What follows belongs to an exercise in optimizing a design on an open flow for small area, a short achievable clock period and few clock cycles; a production flow would make more cautious choices. Function was checked by simulation only, so behaviour that the tests miss may differ from the original.

==> constraint.sdc <==
create_clock -name core_clock -period 20.0 [get_ports {clk}]
set_input_delay 4.0000 -clock core_clock [delete_from_list [all_inputs] [get_ports {clk}]]
set_output_delay 4.0000 -clock core_clock [all_outputs]
set_load 0.01 [all_outputs]
==> design.v <==
module Decoder(
input [31:0] instrc,
output add_instrc,
output addu_instrc,
output sub_instrc,
output subu_instrc,
output and_instrc,
output or_instrc,
output xor_instrc,
output nor_instrc,
output slt_instrc,
output sltu_instrc,
output sll_instrc,
output srl_instrc,
output sra_instrc,
output sllv_instrc,
output srlv_instrc,
output srav_instrc,
output jr_instrc,
output addi_instrc,
output addiu_instrc,
output andi_instrc,
output ori_instrc,
output xori_instrc,
output lui_instrc,
output lw_instrc,
output sw_instrc,
output beq_instrc,
output bne_instrc,
output slti_instrc,
output sltiu_instrc,
output j_instrc,
output jal_instrc,
output mult_instrc,
output multu_instrc,
output div_instrc,
output divu_instrc,
output mflo_instrc,
output mfhi_instrc,
output mthi_instrc,
output mtlo_instrc,
output lb_instrc,
output lbu_instrc,
output lh_instrc,
output lhu_instrc,
output sb_instrc,
output sh_instrc,
output bgez_instrc,
output jalr_instrc,
output break_instrc,                                     
output syscall_instrc,
output teq_instrc,
output eret_instrc,
output mfc0_instrc,
output mtc0_instrc,
output clz_instrc,
output [15:0] imm,
output [4:0] shamt,
output [4:0] Rsc,
output [4:0] Rtc,
output [4:0] Rdc,
output [25:0] addr,
output [4:0] Rdc_CP0
);
assign imm = instrc[15:0];
assign shamt = instrc[10:6];
assign addr = instrc[25:0];
assign Rsc = instrc[25:21];
assign Rtc = (bgez_instrc)?5'b00000:instrc[20:16];
assign Rdc = (add_instrc|| addu_instrc ||sub_instrc||subu_instrc||and_instrc||or_instrc||xor_instrc
            ||nor_instrc||slt_instrc||sltu_instrc||sll_instrc|| srl_instrc ||sra_instrc||sllv_instrc||srlv_instrc
            ||srav_instrc||jr_instrc|| mflo_instrc||mfhi_instrc||clz_instrc || jalr_instrc )?instrc[15:11]:(jal_instrc)?5'b11111:instrc[20:16];
assign Rdc_CP0 = instrc[15:11];
assign add_instrc = (instrc[31:26]==6'b0 && instrc[10:6]==5'b00000 && instrc[5:0]==6'b100000)?1:0;
assign addu_instrc = (instrc[31:26]==6'b0 && instrc[10:6]==5'b00000 && instrc[5:0]==6'b100001)?1:0;
assign sub_instrc = (instrc[31:26]==6'b0 && instrc[10:6]==5'b00000 && instrc[5:0]==6'b100010)?1:0;
assign subu_instrc = (instrc[31:26]==6'b0 && instrc[10:6]==5'b00000 && instrc[5:0]==6'b100011)?1:0;
assign and_instrc = (instrc[31:26]==6'b0 && instrc[10:6]==5'b00000 && instrc[5:0]==6'b100100)?1:0;
assign or_instrc = (instrc[31:26]==6'b0 && instrc[10:6]==5'b00000 && instrc[5:0]==6'b100101)?1:0;
assign xor_instrc = (instrc[31:26]==6'b0 && instrc[10:6]==5'b00000 && instrc[5:0]==6'b100110)?1:0;
assign nor_instrc = (instrc[31:26]==6'b0 && instrc[10:6]==5'b00000 && instrc[5:0]==6'b100111)?1:0;
assign slt_instrc = (instrc[31:26]==6'b0 && instrc[10:6]==5'b00000 && instrc[5:0]==6'b101010)?1:0;
assign sltu_instrc = (instrc[31:26]==6'b0 && instrc[10:6]==5'b00000 && instrc[5:0]==6'b101011)?1:0;
assign sll_instrc = (instrc[31:26]==6'b0 && instrc[25:21]==5'b00000 && instrc[5:0]==6'b000000)?1:0;
assign srl_instrc = (instrc[31:26]==6'b0 && instrc[25:21]==5'b00000 && instrc[5:0]==6'b000010)?1:0;
assign sra_instrc = (instrc[31:26]==6'b0 && instrc[25:21]==5'b00000 && instrc[5:0]==6'b000011)?1:0;
assign sllv_instrc = (instrc[31:26]==6'b0 && instrc[10:6]==5'b00000 && instrc[5:0]==6'b000100)?1:0;
assign srlv_instrc = (instrc[31:26]==6'b0 && instrc[10:6]==5'b00000 && instrc[5:0]==6'b000110)?1:0;
assign srav_instrc = (instrc[31:26]==6'b0 && instrc[10:6]==5'b00000 && instrc[5:0]==6'b000111)?1:0;
assign jr_instrc = (instrc[31:26]==6'b0 && instrc[20:16]==5'b00000 && instrc[15:11]==5'b00000 && instrc[10:6]==5'b00000 && instrc[5:0]==6'b001000)?1:0;
assign addi_instrc = (instrc[31:26]==6'b001000)?1:0;
assign addiu_instrc = (instrc[31:26]==6'b001001)?1:0;
assign andi_instrc = (instrc[31:26]==6'b001100)?1:0;
assign ori_instrc = (instrc[31:26]==6'b001101)?1:0;
assign xori_instrc = (instrc[31:26]==6'b001110)?1:0;
assign lui_instrc = (instrc[31:26]==6'b001111 && instrc[25:21]==5'b00000)?1:0;
assign lw_instrc = (instrc[31:26]==6'b100011)?1:0;
assign sw_instrc = (instrc[31:26]==6'b101011)?1:0;
assign beq_instrc = (instrc[31:26]==6'b000100)?1:0;
assign bne_instrc = (instrc[31:26]==6'b000101)?1:0;
assign slti_instrc = (instrc[31:26]==6'b001010)?1:0;
assign sltiu_instrc = (instrc[31:26]==6'b001011)?1:0;
assign j_instrc = (instrc[31:26]==6'b000010)?1:0;
assign jal_instrc = (instrc[31:26]==6'b000011)?1:0;
assign mult_instrc = (instrc[31:26]==6'b000000 && instrc[15:11]==5'b00000 && instrc[5:0]==6'b011000)?1:0;
assign multu_instrc = (instrc[31:26]==6'b000000 && instrc[15:11]==5'b00000 && instrc[5:0]==6'b011001)?1:0;
assign div_instrc = (instrc[31:26]==6'b000000 && instrc[15:11]==5'b00000 && instrc[10:6]==5'b00000 && instrc[5:0]==6'b011010)?1:0;
assign divu_instrc = (instrc[31:26]==6'b000000 && instrc[15:11]==5'b00000 && instrc[5:0]==6'b011011)?1:0;
assign mflo_instrc = (instrc[31:26]==6'b000000 && instrc[25:21]==5'b00000 && instrc[20:16]==5'b00000 && instrc[10:6]==5'b00000 && instrc[5:0]==6'b010010)?1:0;
assign mfhi_instrc = (instrc[31:26]==6'b000000 && instrc[25:21]==5'b00000 && instrc[20:16]==5'b00000 && instrc[10:6]==5'b00000 && instrc[5:0]==6'b010000)?1:0;
assign mtlo_instrc = (instrc[31:26]==6'b000000 && instrc[20:16]==5'b00000 && instrc[15:11]==5'b00000 && instrc[10:6]==5'b00000 && instrc[5:0]==6'b010011)?1:0;
assign mthi_instrc = (instrc[31:26]==6'b000000 && instrc[20:16]==5'b00000 && instrc[15:11]==5'b00000 && instrc[10:6]==5'b00000 && instrc[5:0]==6'b010001)?1:0;
assign lb_instrc = (instrc[31:26]==6'b100000)?1:0;
assign lbu_instrc = (instrc[31:26]==6'b100100)?1:0;
assign lh_instrc = (instrc[31:26]==6'b100001)?1:0;
assign lhu_instrc = (instrc[31:26]==6'b100101)?1:0;
assign sb_instrc = (instrc[31:26]==6'b101000)?1:0;
assign sh_instrc = (instrc[31:26]==6'b101001)?1:0;
assign bgez_instrc = (instrc[31:26]==6'b000001 && instrc[20:16]==5'b00001)?1:0;
assign jalr_instrc = (instrc[31:26]==6'b000000 && instrc[20:16]==5'b00000 && instrc[5:0]==6'b001001)?1:0;
assign break_instrc = (instrc[31:26]==6'b000000 && instrc[5:0]==6'b001101)?1:0;
assign syscall_instrc = (instrc[31:26]==6'b000000 && instrc[5:0]==6'b001100)?1:0;
assign teq_instrc = (instrc[31:26]==6'b000000 && instrc[5:0]==6'b110100)?1:0;
assign eret_instrc = (instrc[31:26]==6'b010000 && instrc[25:21]==5'b10000 && instrc[20:16]==5'b00000 && instrc[15:11]==5'b00000 && instrc[10:6]==5'b00000 && instrc[5:0]==6'b011000)?1:0;
assign mfc0_instrc = (instrc[31:26]==6'b010000 && instrc[25:21]==5'b00000 && instrc[10:6]==5'b00000 && instrc[5:0]==6'b000000)?1:0;
assign mtc0_instrc = (instrc[31:26]==6'b010000 && instrc[25:21]==5'b00100 && instrc[10:6]==5'b00000 && instrc[5:0]==6'b000000)?1:0;
assign clz_instrc = (instrc[31:26]==6'b011100 && instrc[10:6]==5'b00000 && instrc[5:0]==6'b100000)?1:0;
endmodule
module Controller(
input add_instrc,
input addu_instrc,
input sub_instrc,
input subu_instrc,
input and_instrc,
input or_instrc,
input xor_instrc,
input nor_instrc,
input slt_instrc,
input sltu_instrc,
input sll_instrc,
input srl_instrc,
input sra_instrc,
input sllv_instrc,
input srlv_instrc,
input srav_instrc,
input jr_instrc,
input addi_instrc,
input addiu_instrc,
input andi_instrc,
input ori_instrc,
input xori_instrc,
input lui_instrc,
input lw_instrc,
input sw_instrc,
input beq_instrc,
input bne_instrc,
input slti_instrc,
input sltiu_instrc,
input j_instrc,
input jal_instrc,
input mult_instrc,
input multu_instrc,
input div_instrc,
input divu_instrc,
input mflo_instrc,
input mfhi_instrc,
input mthi_instrc,
input mtlo_instrc,
input lb_instrc,
input lbu_instrc,
input lh_instrc,
input lhu_instrc,
input sb_instrc,
input sh_instrc,
input bgez_instrc,
input jalr_instrc,
input break_instrc,                                  
input syscall_instrc,
input teq_instrc,
input eret_instrc,
input mfc0_instrc,
input mtc0_instrc,
input clz_instrc,
output M1,
output M2,
output M3,
output M4,
output M5,
output M6,
output M7,
output M8,
output M9,
output [1:0] M10,
output M11,
output M12,
output M13,
output M14,
output M15,
output M16,
output M17,
output M18,
output M19,
output M20,
output [1:0] cs,
output ready,
output [1:0] w,
output IM_R,
output wena1,
output wena2,
output [3:0] aluc,
output ena,
output WR
);
assign M1 = (sll_instrc || srl_instrc || sra_instrc)?0:1;
assign M2 = (addi_instrc || addiu_instrc || andi_instrc || ori_instrc || xori_instrc || lw_instrc || sw_instrc || slti_instrc || sltiu_instrc
             || lb_instrc || lbu_instrc || lh_instrc || lhu_instrc || sb_instrc || sh_instrc)?0:1;
assign M3 = (addi_instrc || lw_instrc || sw_instrc || slti_instrc || sltiu_instrc || addiu_instrc
             || lb_instrc || lbu_instrc || lh_instrc || lhu_instrc || sb_instrc || sh_instrc)?1:0;
assign M4 = (lui_instrc || jal_instrc || jalr_instrc || mfc0_instrc)?1:0;
assign M5 = (lw_instrc || lb_instrc || lbu_instrc || lh_instrc || lhu_instrc)?0:1;
assign M6 = (beq_instrc || bne_instrc || bgez_instrc)?0:1;
assign M7 = (j_instrc || jal_instrc || eret_instrc)?1:0;
assign M8 = (jal_instrc || jalr_instrc)?0:1;
assign M9 = (jr_instrc || jalr_instrc)?0:1;
assign M10 = (mult_instrc)?2'b00:(
              multu_instrc?2'b01:(
              div_instrc?2'b10:2'b11));
assign M11 =  (mflo_instrc || mfhi_instrc)?1:0;
assign M12 = mthi_instrc?1:0;
assign M13 = mtlo_instrc?1:0;
assign M14 = lb_instrc?1:0;
assign M15 = lh_instrc?1:0;
assign M16 = (lh_instrc || lhu_instrc)?1:0;
assign M17 = lw_instrc?0:1;
assign M18 = eret_instrc?1:0;
assign M19 = mfc0_instrc?1:0;
assign M20 = clz_instrc?1:0;
assign cs = (mfhi_instrc || mthi_instrc)? 2'b11:(
            (mtlo_instrc || mflo_instrc)? 2'b00:2'b01);
assign ready = (mthi_instrc || mtlo_instrc)?1:0;
assign w = sw_instrc?2'b00:(
           sb_instrc?2'b10:2'b01);
assign wena2 = (mult_instrc || multu_instrc || div_instrc || divu_instrc || mthi_instrc || mtlo_instrc)?1:0;                   
assign IM_R = 1;
assign wena1 = (jr_instrc || sw_instrc || beq_instrc || bne_instrc || j_instrc || mult_instrc || multu_instrc || div_instrc || divu_instrc || mthi_instrc || mtlo_instrc
                || sb_instrc || sh_instrc || bgez_instrc || break_instrc || syscall_instrc || teq_instrc || eret_instrc || mtc0_instrc )?0:1;
assign ena = (lw_instrc || sw_instrc || lb_instrc || lbu_instrc || lh_instrc || lhu_instrc || sb_instrc || sh_instrc )?1:0;
assign WR = (sw_instrc || sb_instrc || sh_instrc)?1:0;
assign aluc[0] = (sub_instrc || subu_instrc || or_instrc || nor_instrc || slt_instrc || srl_instrc || srlv_instrc || ori_instrc || beq_instrc || bne_instrc || slti_instrc || bgez_instrc || teq_instrc )?1:0;
assign aluc[1] = (addu_instrc || subu_instrc || and_instrc || or_instrc || srl_instrc || sra_instrc || srlv_instrc || srav_instrc || addiu_instrc || andi_instrc || ori_instrc)?0:1;
assign aluc[2] = (and_instrc || or_instrc || xor_instrc || nor_instrc || sll_instrc || srl_instrc || sra_instrc || sllv_instrc || srlv_instrc || srav_instrc || andi_instrc || ori_instrc || xori_instrc )?1:0;
assign aluc[3] = (slt_instrc || sltu_instrc || sll_instrc || srl_instrc || sra_instrc || sllv_instrc || srlv_instrc || srav_instrc || slti_instrc || sltiu_instrc)?1:0;
endmodule
module ALU(
    input [31:0] a,      
    input [31:0] b,      
    input [3:0] aluc,    
    output reg [31:0] r, 
    output reg zero,     
    output reg carry,   
    output reg negative,
    output reg overflow 
    );
    integer a0,b0;
    always@(*)
    begin
        carry = 0;
        overflow = 0;
        zero = 0;
        negative = 0;
        a0 = 0;
        b0 = 0;
        casex(aluc)
            4'b0000:  
            begin
                {carry, r} = a + b;
            end
            4'b0001: 
            begin
                {carry,r} = a - b;
            end
            4'b0010:  
            begin
                r = a + b;
                overflow = ((a[31] == b[31]) & (r[31]^a[31])) ? 1 : 0;
            end
            4'b0011: 
            begin
                r = a - b;
                overflow=(a[31]^b[31])&(r[31]^a[31]) ? 1 : 0;
            end
            4'b0100: r = a & b; 
            4'b0101: r = a | b; 
            4'b0110: r = a ^ b; 
            4'b0111: r = ~(a | b); 
            4'b100x: r = {b[15:0],16'b0}; 
            4'b1010: 
            begin
                r = (a < b) ? 1 : 0;
                carry = r;
                zero = (a == b) ? 1 : 0;
                negative = (r[31] == 1) ? 1 : 0;
            end
            4'b1011: 
            begin
                a0 = a;
                b0 = b;
                r = (a0 < b0) ? 1 : 0;
                zero = (a0 == b0) ? 1 : 0;
                negative = (a0 < b0) ? 1 : 0;
            end
            4'b1100: 
            begin
                b0 = b;
                r = b0 >>> a;
                carry = (a == 0) ? 0 : b0[a-1];
            end
            4'b1101: begin 
                r = b >> a;
                carry = (a == 0) ? 0 : b[a-1];
            end
            4'b111x: {carry,r} = b << a; 
            default: r = 32'b0;
        endcase
        if(aluc != 4'b1011 && aluc != 4'b1010)
        begin
            zero = (r == 32'b0);
            negative=(r[31]==1)?1:0;
        end
    end
endmodule
module CLZ(
input [31:0] datain,
output [31:0] dataout
);
assign dataout = datain[31] ? 0:(
                 datain[30] ? 1:(
                 datain[29] ? 2:(
                 datain[28] ? 3:(
                 datain[27] ? 4:(
                 datain[26] ? 5:(
                 datain[25] ? 6:(
                 datain[24] ? 7:(
                 datain[23] ? 8:(
                 datain[22] ? 9:(
                 datain[21] ? 10:(
                 datain[20] ? 11:(
                 datain[19] ? 12:(
                 datain[18] ? 13:(
                 datain[17] ? 14:(
                 datain[16] ? 15:(
                 datain[15] ? 16:(
                 datain[14] ? 17:(
                 datain[13] ? 18:(
                 datain[12] ? 19:(
                 datain[11] ? 20:(
                 datain[10] ? 21:(
                 datain[9] ? 22:(
                 datain[8] ? 23:(
                 datain[7] ? 24:(
                 datain[6] ? 25:(
                 datain[5] ? 26:(
                 datain[4] ? 27:(
                 datain[3] ? 28:(
                 datain[2] ? 29:(
                 datain[1] ? 30:(
                 datain[0] ? 31:32
                 )))))))))))))))))))))))))))))));
endmodule
module MULT(
input clk,
input reset,
input mult_instrc,
input [31:0] a,
input [31:0] b,
output ready,
output busy,
output [63:0] z
);
wire signed [63:0] signed_A;         
wire signed [63:0] signed_B;         
wire signed [63:0] signed_result;   
assign signed_A = { {32{a[31]}} , a };
assign signed_B = { {32{b[31]}} , b };
assign signed_result = signed_A * signed_B;
assign z = signed_result;
assign busy = 0;
assign ready = 1;
endmodule
module MULTU(
input clk,
input reset,
input multu_instrc,
input [31:0] a,
input [31:0] b,
output ready,
output busy,
output [63:0] z
);
wire [63:0] unsigned_A;              
wire [63:0] unsigned_B;              
wire [63:0] unsigned_result;        
assign unsigned_A = { 32'd0, a };
assign unsigned_B = { 32'd0, b };
assign unsigned_result = unsigned_A * unsigned_B;
assign z = unsigned_result;
assign busy = 0;
assign ready = 1;
endmodule
module DIV(
input [31:0] dividend,
input [31:0] divisor,
input start,
input clock,
input reset,
output [63:0] z,
output reg busy,
output reg ready
);
wire [31:0] q;
wire [31:0] r;
reg judge;
reg [4:0] count;
reg [31:0] reg_q;
reg [31:0] reg_r;
reg [31:0] reg_b;
reg r_sign;
wire [32:0] sub_add = r_sign?{reg_r,reg_q[31]}+{1'b0,reg_b}:{reg_r,reg_q[31]}-{1'b0,reg_b};
assign r = dividend[31]?~reg_r+1:reg_r;
assign q = (dividend[31] == divisor[31])?reg_q:(~reg_q+1);
assign z = {r,q};
always @(posedge clock,posedge reset)
begin
    if (reset==1)
    begin
        ready<=0;
        count<=5'b0;
        judge<=1;
        busy<=0;
    end
    else if (~start)
    begin
        ready<=0;
        count<=5'b0;
        judge<=1;
        busy<=0;
    end
    else
    begin
        if (start)
        begin
            if (count==5'b00000 && ~busy)
            begin
            reg_r<=32'b0;
            r_sign<=0;
            reg_q<=((dividend[31]==1)?(~dividend+1):dividend);
            reg_b<=((divisor[31]==1)?(~divisor+1):divisor);
            judge<=1;
            ready<=0;
            busy<=1'b1;
            end
            else if(busy && judge)
            begin
                reg_r<=sub_add[31:0];
                r_sign<=sub_add[32];
                reg_q<={reg_q[30:0],~sub_add[32]};
                count<=count+1;
                    if (count==5'b11111)
                    begin
                        judge<=0;
                    end
            end
            else if (busy && !judge)
            begin
                if (~ready)
                begin
                    reg_r <= r_sign ? reg_r + reg_b:reg_r;
                    ready<=1;
                end
                else
                begin
                    busy<=0;
                    ready<=0;
                end      
            end
        end
    end
end
endmodule
module DIVU(
input [31:0] dividend,
input [31:0] divisor,
input start,
input clock,
input reset,
output [63:0] z,
output reg busy,
output reg ready
);
wire [31:0] q;
wire [31:0] r;
reg [4:0] count;
reg [31:0] reg_q;
reg [31:0] reg_r;
reg [31:0] reg_b;
reg r_sign;
wire [32:0] sub_add = r_sign?{reg_r,q[31]}+{1'b0,reg_b}:{reg_r,q[31]}-{1'b0,reg_b};
assign r = r_sign ? reg_r+reg_b :reg_r;
assign q = reg_q;
assign z = {r,q};
always @(posedge clock,posedge reset)
begin
    if (reset==1)
    begin
        count<=5'b0;
        busy<=0;
        ready<=0;
    end
    else if (~start)
    begin
        count<=5'b0;
        busy<=0;
        ready<=0;
    end
    else
    begin
        if (start)
        begin
            if (count==5'b00000 && ~busy)
            begin
                reg_r<=32'b0;
                r_sign<=0;
                reg_q<=dividend;
                reg_b<=divisor;
                count<=5'b0;
                busy<=1'b1;
            end
            else if(busy && ~ready)
            begin
                reg_r<=sub_add[31:0];
                r_sign<=sub_add[32];
                reg_q<={reg_q[30:0],~sub_add[32]};
                count<=count+1;
                if (count==5'b11111)
                    ready<=1;
            end
            else if (busy && ready)
            begin
                busy<=0;
                ready<=0;
            end
        end
    end
end
endmodule
module HILO(
input clk,
input ena,
input rst,
input [31:0] hi_datain,
input [31:0] lo_datain,
input [1:0] cs,
input wena,
input ready,
output [31:0] dataout
);
reg [31:0] HI_reg;
reg [31:0] LO_reg;
assign dataout = (cs==2'b00) ? LO_reg:HI_reg;
always@(posedge clk,posedge rst)
begin
    if (rst)
    begin
        HI_reg <= 32'h0;
        LO_reg <= 32'h0;
    end
    else if (ena && wena && ready)
    begin
        if (cs==2'b00)
            LO_reg <= lo_datain;
        else if (cs==2'b11)
            HI_reg <= hi_datain;
        else if (cs==2'b01)
        begin
            LO_reg <= lo_datain;
            HI_reg <= hi_datain;
        end
    end
end
endmodule
module PC(
input clk,
input rst,
input ena,
input busy,
input [31:0] addr_in,
output [31:0] addr_out
);
reg [31:0] pc_reg;
assign addr_out = pc_reg;
always@(posedge clk,posedge rst)
begin
if (rst)
    pc_reg<=32'h00400000;
else if (ena && !busy)
    pc_reg<=addr_in;
end
endmodule
module regfile(
input clk,
input ena,
input rst,
input [31:0] datain,
input [4:0] Rsc,
input [4:0] Rtc,
input [4:0] Rdc,
input wena,
output [31:0] Rs,
output [31:0] Rt
);
reg [31:0] array_reg[31:0];
assign Rs = array_reg[Rsc];
assign Rt = array_reg[Rtc];
always @(posedge clk,posedge rst)
begin
if (rst)
begin
       array_reg[0] <= 32'h0;
       array_reg[1] <= 32'h0;
       array_reg[2] <= 32'h0;
       array_reg[3] <= 32'h0;
       array_reg[4] <= 32'h0;
       array_reg[5] <= 32'h0;
       array_reg[6] <= 32'h0;
       array_reg[7] <= 32'h0;
       array_reg[8] <= 32'h0;
       array_reg[9] <= 32'h0;
       array_reg[10] <= 32'h0;
       array_reg[11] <= 32'h0;
       array_reg[12] <= 32'h0;
       array_reg[13] <= 32'h0;
       array_reg[14] <= 32'h0;
       array_reg[15] <= 32'h0;
       array_reg[16] <= 32'h0;
       array_reg[17] <= 32'h0;
       array_reg[18] <= 32'h0;
       array_reg[19] <= 32'h0;
       array_reg[20] <= 32'h0;
       array_reg[21] <= 32'h0;
       array_reg[22] <= 32'h0;
       array_reg[23] <= 32'h0;
       array_reg[24] <= 32'h0;
       array_reg[25] <= 32'h0;
       array_reg[26] <= 32'h0;
       array_reg[27] <= 32'h0;
       array_reg[28] <= 32'h0;
       array_reg[29] <= 32'h0;
       array_reg[30] <= 32'h0;
       array_reg[31] <= 32'h0;
end
else if (ena && wena)
begin
    if (Rdc!=0)
    array_reg[Rdc] <= datain;
end
end
endmodule
module CP0( 
input clk, 
input rst, 
input mfc0,    
input mtc0,    
input [31:0]pc, 
input [4:0] Rd,   
input [31:0] wdata,    
input exception, 
input eret,      
input [4:0]cause, 
input intr,    
output [31:0] rdata,  
output [31:0] status, 
output reg timer_int,  
output [31:0]exc_addr   
);
parameter STATUS = 12,
            CAUSE = 13,
            EPC= 14;
reg [31:0] CP0_reg [31:0];
assign status = CP0_reg[STATUS];
assign rdata = (mfc0)? CP0_reg[Rd] : 32'b0;
assign exc_addr = (eret)? CP0_reg[EPC] : 32'b0;
always@(posedge clk,posedge rst)
begin
    if (rst)
    begin
        CP0_reg[0] <= 32'b0;
        CP0_reg[1] <= 32'b0;
        CP0_reg[2] <= 32'b0;
        CP0_reg[3] <= 32'b0;
        CP0_reg[4] <= 32'b0;
        CP0_reg[5] <= 32'b0;
        CP0_reg[6] <= 32'b0;
        CP0_reg[7] <= 32'b0;
        CP0_reg[8] <= 32'b0;
        CP0_reg[9] <= 32'b0;
        CP0_reg[10] <= 32'b0;
        CP0_reg[11] <= 32'b0;
        CP0_reg[12] <= 32'b0;
        CP0_reg[13] <= 32'b0;
        CP0_reg[14] <= 32'b0;
        CP0_reg[15] <= 32'b0;
        CP0_reg[16] <= 32'b0;
        CP0_reg[17] <= 32'b0;
        CP0_reg[18] <= 32'b0;
        CP0_reg[19] <= 32'b0;
        CP0_reg[20] <= 32'b0;
        CP0_reg[21] <= 32'b0;
        CP0_reg[22] <= 32'b0;
        CP0_reg[23] <= 32'b0;
        CP0_reg[24] <= 32'b0;
        CP0_reg[25] <= 32'b0;
        CP0_reg[26] <= 32'b0;
        CP0_reg[27] <= 32'b0;
        CP0_reg[28] <= 32'b0;
        CP0_reg[29] <= 32'b0;
        CP0_reg[30] <= 32'b0;
        CP0_reg[31] <= 32'b0;    
    end
    else
    begin
        if (mtc0)
        begin
            CP0_reg[Rd]<= wdata;
        end
        else if (exception)
        begin
            CP0_reg[STATUS] <= (CP0_reg[STATUS] << 5);
            CP0_reg[CAUSE] <= {24'b0,cause,2'b0};
            CP0_reg[EPC] <= pc;      
        end
        else if (eret)
        begin
            CP0_reg[STATUS] <= (CP0_reg[STATUS] >> 5);
        end
    end
end
endmodule
module cpu(
input [31:0] inst,
input clk,
input [31:0] datain_32,
input [15:0] datain_16,
input [7:0] datain_8,
input pc_ena,
input pc_rst,
input reg_ena,
input reg_rst,
input mult_div_rst,
input hilo_ena,
input hilo_rst,
output [31:0] dataout_32,
output [15:0] dataout_16,
output [7:0] dataout_8,
output [31:0] addr_out,
output [31:0] ALUdataout,
output ena,
output WR,
output [1:0] w,
output IM_R,
input [31:0] exc_addr,
input [31:0] CP0_datain,
output eret_instrc,
output mfc0_instrc,
output mtc0_instrc,
output [31:0] NPC_out,
output [31:0] Rt,
output [4:0] Rdc_CP0,
output [5:0] cause,
output exception
);
wire add_instrc;
wire addu_instrc;
wire sub_instrc;
wire subu_instrc;
wire and_instrc;
wire or_instrc;
wire xor_instrc;
wire nor_instrc;
wire slt_instrc;
wire sltu_instrc;
wire sll_instrc;
wire srl_instrc;
wire sra_instrc;
wire sllv_instrc;
wire srlv_instrc;
wire srav_instrc;
wire jr_instrc;
wire addi_instrc;
wire addiu_instrc;
wire andi_instrc;
wire ori_instrc;
wire xori_instrc;
wire lui_instrc;
wire lw_instrc;
wire sw_instrc;
wire beq_instrc;
wire bne_instrc;
wire slti_instrc;
wire sltiu_instrc;
wire j_instrc;
wire jal_instrc;
wire mult_instrc;
wire multu_instrc;
wire div_instrc;
wire divu_instrc;
wire mflo_instrc;
wire mfhi_instrc;
wire mthi_instrc;
wire mtlo_instrc;
wire lb_instrc;
wire lbu_instrc;
wire lh_instrc;
wire lhu_instrc;
wire sb_instrc;
wire sh_instrc;
wire bgez_instrc;
wire jalr_instrc;
wire break_instrc;
wire syscall_instrc;
wire teq_instrc;
wire clz_instrc;
wire [15:0] imm;
wire [4:0] shamt;
wire [4:0] Rsc;
wire [4:0] Rtc;
wire [4:0] Rdc;
wire [25:0] addr;
Decoder decoder(
.instrc(inst),
.add_instrc(add_instrc),
.addu_instrc(addu_instrc),
.sub_instrc(sub_instrc),
.subu_instrc(subu_instrc),
.and_instrc(and_instrc),
.or_instrc(or_instrc),
.xor_instrc(xor_instrc),
.nor_instrc(nor_instrc),
.slt_instrc(slt_instrc),
.sltu_instrc(sltu_instrc),
.sll_instrc(sll_instrc),
.srl_instrc(srl_instrc),
.sra_instrc(sra_instrc),
.sllv_instrc(sllv_instrc),
.srlv_instrc(srlv_instrc),
.srav_instrc(srav_instrc),
.jr_instrc(jr_instrc),
.addi_instrc(addi_instrc),
.addiu_instrc(addiu_instrc),
.andi_instrc( andi_instrc),
.ori_instrc(ori_instrc),
.xori_instrc(xori_instrc),
.lui_instrc(lui_instrc),
.lw_instrc(lw_instrc),
.sw_instrc(sw_instrc),
.beq_instrc(beq_instrc),
.bne_instrc(bne_instrc),
.slti_instrc(slti_instrc),
.sltiu_instrc(sltiu_instrc),
.j_instrc(j_instrc),
.jal_instrc(jal_instrc),
.mult_instrc(mult_instrc),
.multu_instrc(multu_instrc),
.div_instrc(div_instrc),
.divu_instrc(divu_instrc),
.mflo_instrc(mflo_instrc),
.mfhi_instrc(mfhi_instrc),
.mthi_instrc(mthi_instrc),
.mtlo_instrc(mtlo_instrc),
.lb_instrc(lb_instrc),
.lbu_instrc(lbu_instrc),
.lh_instrc(lh_instrc),
.lhu_instrc(lhu_instrc),
.sb_instrc(sb_instrc),
.sh_instrc(sh_instrc),
.bgez_instrc(bgez_instrc),
.jalr_instrc(jalr_instrc),
.break_instrc(break_instrc),
.syscall_instrc(syscall_instrc),
.teq_instrc(teq_instrc),
.eret_instrc(eret_instrc),
.mfc0_instrc(mfc0_instrc),
.mtc0_instrc(mtc0_instrc),
.clz_instrc(clz_instrc),
.imm(imm),
.shamt(shamt),
.Rsc(Rsc),
.Rtc(Rtc),
.Rdc(Rdc),
.addr(addr),
.Rdc_CP0(Rdc_CP0)
);
wire M1;
wire M2;
wire M3;
wire M4;
wire M5;
wire M6;
wire M7;
wire M8;
wire M9;
wire [1:0] M10;
wire M11;
wire M12;
wire M13;
wire M14;
wire M15;
wire M16;
wire M17;
wire M18;
wire M19;
wire M20;
wire [1:0] cs;
wire ready;
wire ready1;
wire ready2;
wire ready2_1;
wire ready2_2;
wire ready2_3;
wire ready2_4;
wire wena2;
wire wena1;
wire [3:0] aluc;
Controller controller(
.add_instrc(add_instrc),
.addu_instrc(addu_instrc),
.sub_instrc(sub_instrc),
.subu_instrc(subu_instrc),
.and_instrc(and_instrc),
.or_instrc(or_instrc),
.xor_instrc(xor_instrc),
.nor_instrc(nor_instrc),
.slt_instrc(slt_instrc),
.sltu_instrc(sltu_instrc),
.sll_instrc(sll_instrc),
.srl_instrc(srl_instrc),
.sra_instrc(sra_instrc),
.sllv_instrc(sllv_instrc),
.srlv_instrc(srlv_instrc),
.srav_instrc(srav_instrc),
.jr_instrc(jr_instrc),
.addi_instrc(addi_instrc),
.addiu_instrc(addiu_instrc),
.andi_instrc( andi_instrc),
.ori_instrc(ori_instrc),
.xori_instrc(xori_instrc),
.lui_instrc(lui_instrc),
.lw_instrc(lw_instrc),
.sw_instrc(sw_instrc),
.beq_instrc(beq_instrc),
.bne_instrc(bne_instrc),
.slti_instrc(slti_instrc),
.sltiu_instrc(sltiu_instrc),
.j_instrc(j_instrc),
.jal_instrc(jal_instrc),
.mult_instrc(mult_instrc),
.multu_instrc(multu_instrc),
.div_instrc(div_instrc),
.divu_instrc(divu_instrc),
.mflo_instrc(mflo_instrc),
.mfhi_instrc(mfhi_instrc),
.mthi_instrc(mthi_instrc),
.mtlo_instrc(mtlo_instrc),
.lb_instrc(lb_instrc),
.lbu_instrc(lbu_instrc),
.lh_instrc(lh_instrc),
.lhu_instrc(lhu_instrc),
.sb_instrc(sb_instrc),
.sh_instrc(sh_instrc),
.bgez_instrc(bgez_instrc),
.jalr_instrc(jalr_instrc),
.break_instrc(break_instrc),
.syscall_instrc(syscall_instrc),
.teq_instrc(teq_instrc),
.eret_instrc(eret_instrc),
.mfc0_instrc(mfc0_instrc),
.mtc0_instrc(mtc0_instrc),
.clz_instrc(clz_instrc),
.M1(M1),
.M2(M2),
.M3(M3),
.M4(M4),
.M5(M5),
.M6(M6),
.M7(M7),
.M8(M8),
.M9(M9),
.M10(M10),
.M11(M11),
.M12(M12),
.M13(M13),
.M14(M14),
.M15(M15),
.M16(M16),
.M17(M17),
.M18(M18),
.M19(M19),
.M20(M20),
.cs(cs),
.ready(ready1),
.w(w),
.wena2(wena2),
.IM_R(IM_R),
.wena1(wena1),
.aluc(aluc),
.ena(ena),
.WR(WR)
);
wire [31:0] M1_out;
wire [31:0] M2_out;
wire [31:0] M3_out;
wire [31:0] M4_out;
wire [31:0] M5_out;
wire [31:0] M6_out;
wire [31:0] M7_out;
wire [31:0] M8_out;
wire [31:0] M9_out;
wire [31:0] M10_hi_out;
wire [31:0] M10_lo_out;
wire [31:0] M11_out;
wire [31:0] M12_out;
wire [31:0] M13_out;
wire [31:0] M14_out;
wire [31:0] M15_out;
wire [31:0] M16_out;
wire [31:0] M17_out;
wire [31:0] M18_out;
wire [31:0] M19_out;
wire [31:0] M20_out;
wire [31:0] M21_out;
wire [31:0] add_out;
wire [31:0] cat_out;
wire [31:0] shift16_out;
wire [31:0] unExt5_out;
wire [31:0] unExt16_1_out;
wire [31:0] Ext16_1_out;
wire [31:0] Ext18_out;
wire [31:0] clz_out;
wire [15:0] least_significant_16_out;
wire [7:0] least_significant_8_out;
wire [31:0] Ext8_out;
wire [31:0] unExt8_out;
wire [31:0] Ext16_2_out;
wire [31:0] unExt16_2_out;
wire [63:0] mult_out;
wire [63:0] multu_out;
wire [63:0] div_out;
wire [63:0] divu_out;
wire zero;
wire carry;
wire negative;
wire overflow;
wire busy;
wire busy_1;
wire busy_2;
wire busy_3;
wire busy_4;
wire [31:0] Rs;
wire [31:0] hilo_dataout;
wire [31:0] exception_addr;
assign exception_addr = 32'h00400004;
assign M1_out = M1 ? Rs:unExt5_out;
assign M2_out = M2 ? Rt:M3_out;
assign M3_out = M3 ? Ext16_1_out:unExt16_1_out;
assign M4_out = M4 ? M19_out:M20_out;
assign M5_out = M5 ? ALUdataout:M17_out;
assign M6_out = M6 ? NPC_out :((beq_instrc && zero || bne_instrc && !zero || bgez_instrc && !negative) ? add_out:NPC_out);
assign M7_out = M7 ? M18_out:M6_out;
assign M8_out = M8 ? shift16_out:NPC_out;
assign M9_out = M9 ? M7_out:Rs;
assign M10_hi_out = (M10==2'b00)?mult_out[63:32]:(
                    (M10==2'b01)?multu_out[63:32]:(
                    (M10==2'b10)?div_out[63:32]:divu_out[63:32]));
assign M10_lo_out = (M10==2'b00)?mult_out[31:0]:(
                    (M10==2'b01)?multu_out[31:0]:(
                    (M10==2'b10)?div_out[31:0]:divu_out[31:0]));
assign M11_out = M11 ? hilo_dataout:M5_out;
assign M12_out = M12 ? Rs:M10_hi_out;
assign M13_out = M13 ? Rs:M10_lo_out;
assign M14_out = M14 ? Ext8_out:unExt8_out;
assign M15_out = M15 ? Ext16_2_out:unExt16_2_out;
assign M16_out = M16 ? M15_out:M14_out;
assign M17_out = M17 ? M16_out:datain_32;
assign M18_out = M18 ? exc_addr:cat_out;
assign M19_out = M19 ? CP0_datain:M8_out;
assign M20_out = M20 ? clz_out:M11_out;
assign M21_out = exception ? exception_addr : M9_out;
assign NPC_out = addr_out+4;
assign add_out = Ext18_out + NPC_out;
assign cat_out = {{NPC_out[31:28]},addr,2'b00};
assign shift16_out = {imm,16'b0};
assign unExt5_out = {27'b0,shamt};
assign unExt16_1_out = {16'b0,imm};
assign Ext16_1_out = {{16{imm[15]}},imm};
assign Ext18_out = {{14{imm[15]}},imm,2'b0};
assign Ext8_out = {{24{datain_8[7]}},datain_8};
assign unExt8_out = {24'b0,datain_8};
assign Ext16_2_out = {{16{datain_16[15]}},datain_16};
assign unExt16_2_out = {16'b0,datain_16};
assign dataout_32 = Rt;
assign dataout_16 = Rt[15:0];
assign dataout_8 = Rt[7:0];
assign exception = (break_instrc || syscall_instrc || (teq_instrc && zero))?1:0;
assign cause = break_instrc?5'b01001:(
               syscall_instrc?5'b01000:(
               (teq_instrc && zero) ?5'b01101:5'b00000));
assign busy = (div_instrc && !ready2_3) || (divu_instrc && !ready2_4);
assign ready2 = div_instrc ? ready2_3 : (divu_instrc ? ready2_4 : (ready2_1 || ready2_2));
assign ready = (mult_instrc || multu_instrc || div_instrc || divu_instrc) ? ready2:ready1;
ALU alu(
.a(M1_out),
.b(M2_out),
.aluc(aluc),
.r(ALUdataout),
.zero(zero),
.carry(carry),
.negative(negative),
.overflow(overflow)
);
PC pc(
.clk(clk),
.rst(pc_rst),
.ena(pc_ena),
.busy(busy),
.addr_in(M21_out),
.addr_out(addr_out)
);
regfile cpu_ref(
.clk(clk),
.ena(reg_ena),
.rst(reg_rst),
.wena(wena1),
.datain(M4_out),
.Rsc(Rsc),
.Rtc(Rtc),
.Rdc(Rdc),
.Rs(Rs),
.Rt(Rt)
);
CLZ clz(
.datain(Rs),
.dataout(clz_out)
);
MULT mult(
.clk(clk),
.reset(mult_div_rst),
.mult_instrc(mult_instrc),
.a(Rs),
.b(Rt),
.ready(ready2_1),
.busy(busy_1),
.z(mult_out)
);
MULTU multu(
.clk(clk),
.reset(mult_div_rst),
.multu_instrc(multu_instrc),
.a(Rs),
.b(Rt),
.ready(ready2_2),
.busy(busy_2),
.z(multu_out)
);
DIV div(
.dividend(Rs),
.divisor(Rt),
.start(div_instrc),
.clock(clk),
.reset(mult_div_rst),
.busy(busy_3),
.z(div_out),
.ready(ready2_3)
);
DIVU divu(
.dividend(Rs),
.divisor(Rt),
.start(divu_instrc),
.clock(clk),
.reset(mult_div_rst),
.z(divu_out),
.busy(busy_4),
.ready(ready2_4)
);
HILO hilo(
.clk(clk),
.ena(hilo_ena),
.rst(hilo_rst),
.hi_datain(M12_out),
.lo_datain(M13_out),
.cs(cs),
.wena(wena2),
.ready(ready),
.dataout(hilo_dataout)
);
endmodule
module mips54(
input clk,
input rst,
output [31:0] pc,
input [31:0] inst,
output [31:0] dmem_addr,
output dmem_we,
output [3:0] dmem_wstrb,
output [31:0] dmem_wdata,
input [31:0] dmem_rdata
);
wire WR;
wire mem_ena;
wire [1:0] w;
wire [31:0] cpu_dataout_32;
wire [15:0] cpu_dataout_16;
wire [7:0] cpu_dataout_8;
wire [31:0] cpu_datain_32;
wire [15:0] cpu_datain_16;
wire [7:0] cpu_datain_8;
wire IM_R;
wire [31:0] exc_addr;
wire [31:0] rdata;
wire eret_instrc;
wire mfc0_instrc;
wire mtc0_instrc;
wire [31:0] CP0_pc;
wire [31:0] wdata;
wire [4:0] Rdc_CP0;
wire [5:0] cause;
wire exception;
cpu sccpu(
.clk(clk),
.pc_ena(1'b1),
.pc_rst(rst),
.reg_ena(1'b1),
.reg_rst(rst),
.mult_div_rst(rst),
.hilo_ena(1'b1),
.hilo_rst(rst),
.inst(inst),
.dataout_32(cpu_dataout_32),
.dataout_16(cpu_dataout_16),
.dataout_8(cpu_dataout_8),
.datain_32(cpu_datain_32),
.datain_8(cpu_datain_8),
.datain_16(cpu_datain_16),
.addr_out(pc),
.ena(mem_ena),
.WR(WR),
.w(w),
.ALUdataout(dmem_addr),
.IM_R(IM_R),
.exc_addr(exc_addr),
.CP0_datain(rdata),
.eret_instrc(eret_instrc),
.mfc0_instrc(mfc0_instrc),
.mtc0_instrc(mtc0_instrc),
.NPC_out(CP0_pc),
.Rt(wdata),
.Rdc_CP0(Rdc_CP0),
.cause(cause),
.exception(exception)
);
assign cpu_datain_32 = dmem_rdata;
assign cpu_datain_16 = dmem_addr[1] ? dmem_rdata[31:16] : dmem_rdata[15:0];
assign cpu_datain_8 = (dmem_addr[1:0] == 2'b00) ? dmem_rdata[7:0] :
                      (dmem_addr[1:0] == 2'b01) ? dmem_rdata[15:8] :
                      (dmem_addr[1:0] == 2'b10) ? dmem_rdata[23:16] : dmem_rdata[31:24];
assign dmem_we = mem_ena && WR;
assign dmem_wstrb = (w == 2'b00) ? 4'b1111 :
                    (w == 2'b01) ? (dmem_addr[1] ? 4'b1100 : 4'b0011) :
                    (w == 2'b10) ? (4'b0001 << dmem_addr[1:0]) : 4'b0000;
assign dmem_wdata = (w == 2'b00) ? cpu_dataout_32 :
                    (w == 2'b01) ? {cpu_dataout_16, cpu_dataout_16} :
                    {cpu_dataout_8, cpu_dataout_8, cpu_dataout_8, cpu_dataout_8};
CP0 cp0(
.clk(clk),
.rst(rst),
.mfc0(mfc0_instrc),
.mtc0(mtc0_instrc),
.eret(eret_instrc),
.pc(CP0_pc),
.Rd(Rdc_CP0),
.wdata(wdata),
.exception(exception),
.cause(cause[4:0]),
.intr(1'b0),
.rdata(rdata),
.status(),
.timer_int(),
.exc_addr(exc_addr)
);
endmodule
==> config.mk <==
export PLATFORM = sky130hd
export DESIGN_NAME = mips54
export DESIGN_NICKNAME = mips54
export VERILOG_FILES = /design/flow/design.v
export SDC_FILE = /design/flow/constraint.sdc
export NUM_CORES = 8
export LEC_CHECK = 0
export CAP_MARGIN = 20
export CORE_MARGIN = 2
export CORE_UTILIZATION = 40
export SLEW_MARGIN = 20
==> run.sh <==
#!/bin/bash
# synth_recipe.tcl (not shown) runs the flow's synth.tcl, then flattens the netlist and writes it again
# the make line also repeats each setting of config.mk as NAME=value (left out here)
make -C /OpenROAD-flow-scripts/flow DESIGN_CONFIG=/design/flow/config.mk WORK_HOME=/design/flow/orfs CLKGATE_MAP_FILE= SYNTH_SCRIPT=/design/flow/synth_recipe.tcl finish
==> reports/qor.yml <==
clock_path_buffers: 4
clk_pin_slew_ns: 0.06
skew_ns: 0.09533
layout.nets: 22740
crit_path_start_kind: "primary input"
slowest_stage: "or3b_1"
layout-drive-gt1-share: 0.08224
ctsResizeCount: 0
finalCritPeriodShare: 0.9221
synth_seq_cells: 2321
cts.sinks: 2321
track_usage: 0.4207
hold_depth: 2
wl_mm: 996.4
max_clock_freq_ghz: 0.05422
grt_pass1_wl_mm: 1369
fillers: 45340
syn_avg_cell_area_sq_um: 8.723
finalSetupViolCount: 0
cp.required_ns: 16.00
finalHoldViolCount: 0
rsz0062_at_grt: "false"
tns_ns: 0
gr-total-overflow: 0
hp-start: "cp0.CP0_reg[17][15]"
min_to: "cp0.CP0_reg[17][15]"
worstPathMaxFanout: 33
die_area_sq_mm: 0.4635
r2r_cells: 40
hpwl_mm: 704.5
post-route-drc-count: 0
drt-wirelength-per-cell_um: 37.13
async_reset_ff_frac: 0.9164
io_pins: 167
grt_max_degree: 180
path_delay_family: "simple AND/OR/NAND/NOR gates"
multi_input_area_sq_mm: 0.1125
fp.dieW_um: 680.8
syn-num-nets: 23210
ctsHoldBuffers: 0
worst_ep_arrival_time_ns: 14.44
slowest_delay_ns: 0.85
area_growth_pct: 10.66
dr.pass1.iters: 10
final_antenna_net_count: 0
largest_reg_flops: 1024
portBuffers: 166
cts-root-buf: "clkbuf_16"
regArea_sq_mm: 0.05905
slew_headroom: 0.05570
r2r_slack_ns: 7.04
rows: 248
clock_latency_ns: 1.01
syn-cell-area_sq_mm: 0.1832
worst-slew-pin-transition_ns: 1.416
worstReg2RegStart: "sccpu.cpu_ref.array_reg[12][1]"
final_util: 0.4445
ys.flop_type: "dfrtp_1"
end_kind: "output port"
numCtsBuffers: 275
first_global_vias: 168700
slew_violations: 0
synth_edf_count: 194
cp_num_buf_inv: 7
post-cts-setup-buffers: 0
yosysWarnings: 9
yosysSeqAreaShare: 0.3223
path_common_cell: "buf_4"
core_area_sq_mm: 0.4561
cts_tree: "done"
cap_violations: 0
htree_num_levels: 5
r2r_end: "sccpu.hilo.HI_reg[31]"
critical_path_class: "in -> out"
synthCells: 21010
worst_hold_path_type: "reg -> reg"
routed_via_density: 6.617
synth.distinct_cells: 123
drt_first_iter_violations: 27900
dr_total_vias: 177600
outcome: "complete, no violations"
chipHeight_um: 680.8
start_util: 0.4017
antenna_found_initial: 142
gp_congestion: 1.051
post-route-min-period_ns: 18.44
## cells by family (layout without fill, tap and decap cells)
family	after synthesis	count (layout)	synth area share
flip-flops	2321	2321	0.3223
AND/OR/NAND/NOR	6760	6760	0.1680
adder cells (fa/ha/maj)	2135	2135	0.2064
buffers and inverters	3481	3220	0.07370
XOR/XNOR	473	473	0.02261
multiplexers	254	254	0.01470
other	0	91	0
AO/OA/AOI/OAI	5581	5581	0.1923
## cells in the mapped netlist, types with 194 or more instances
library cell  number  area share
nand2_1         2429       0.050
dfrtp_1         2125        0.29
nor2_1          2093       0.043
inv_1           1824       0.037
o21ai_0         1764       0.048
fa_1            1479        0.16
a21oi_1         1300       0.036
clkbuf_1        1274       0.026
ha_1             656       0.045
a22oi_1          564       0.023
and3_1           542       0.019
nand3_1          489       0.013
xnor2_1          291       0.014
nor3_1           280      0.0076
a221oi_1         275       0.013
a22o_1           220       0.011
nand4_1          201      0.0069
mux2i_1          198       0.011
edfxtp_1         194       0.032
## per-stage QoR
step	instance area, sq um	setup WS (ns)	instances	hold WS, ns
floorplan	183200	-13.54	21010	0.4413
global placement	193100	2.094	26250	0.4539
detailed placement	193200	2.099	26250	0.4642
CTS	202300	2.251	26740	0.4771
global route	202600	1.797	26770	0.4874
finish	202800	1.557	26840	0.4769
## worst min-delay path, cell delays in order, from the launching register on
cell and delay, ns:
dfrtp_1 0.34, nand2_1 0.05, o21ai_0 0.06
## worst max-delay path by stage
stage	cells past startpoint	start	slack, ns	to
after floorplan	1	rst	-13.54	cp0.CP0_reg[0][0]
after global placement	45	inst[17]	2.09	sccpu.hilo.HI_reg[31]
after detailed placement	45	inst[17]	2.10	sccpu.hilo.HI_reg[31]
after CTS	27	inst[19]	2.25	dmem_addr[29]
after global routing	27	inst[19]	1.80	dmem_addr[29]
final	26	inst[17]	1.56	dmem_wstrb[2]
## layout by cell type (no fill, tap or decap), types with 254 or more instances in the layout
master     count
nand2_1     2393
o21ai_0     1757
buf_4        683
dfrtp_1     2125
a21oi_1     1288
a221oi_1     273
inv_1       1816
a22oi_1      564
and3_1       531
ha_1         656
xnor2_1      291
fa_1        1478
nor3_1       254
nor2_1      1976
nand3_1      485
clkbuf_16    281
## final cells by class
class / count / area share
Sequential cell: 2321 / 0.2912
Timing Repair Buffer: 875 / 0.03609
Clock buffer: 393 / 0.03932
Tap cell: 6000 / 0.03702
Clock inverter: 91 / 0.005961
Antenna cell: 91 / 0.001123
Multi-Input combinational cell: 15200 / 0.5547
Inverter: 1861 / 0.03448
## routing by layer
layer | vias up | wire length (um) | global-route usage
met5 | - | 545 | 0.007289
met4 | 68 | 101200 | 0.3351
met3 | 4080 | 134200 | 0.1446
met2 | 13860 | 397200 | 0.5860
met1 | 88130 | 363200 | 0.5280
li1 | 71420 | - | -
Testbench counts, summed over its fixed seeds: cycles 124,256.

-- port drivers added, routing unchanged --
The flow's constraints put no driver on any port. The routed layout listed below was extracted and timed again, unchanged, in two steps.
Step 1 assumes that a clkbuf_16 drives the clock port and a buf_2 every other input.
Step 2 also shifts input and output timing later by t, the mid clock arrival at the registers, as if the neighbouring blocks saw the same clock.
a / b / c = ideal / step 1 / step 2; a / b = the first two.
t (ns): 1.099
slack for setup (ns): 1.557 / 1.522 / 1.438
worst data-port slew with drivers (ns): 0.30
After both steps setup and hold are still met in this run. The setup slack of this run moves by -0.035 ns with the drivers and by -0.119 ns with both steps.
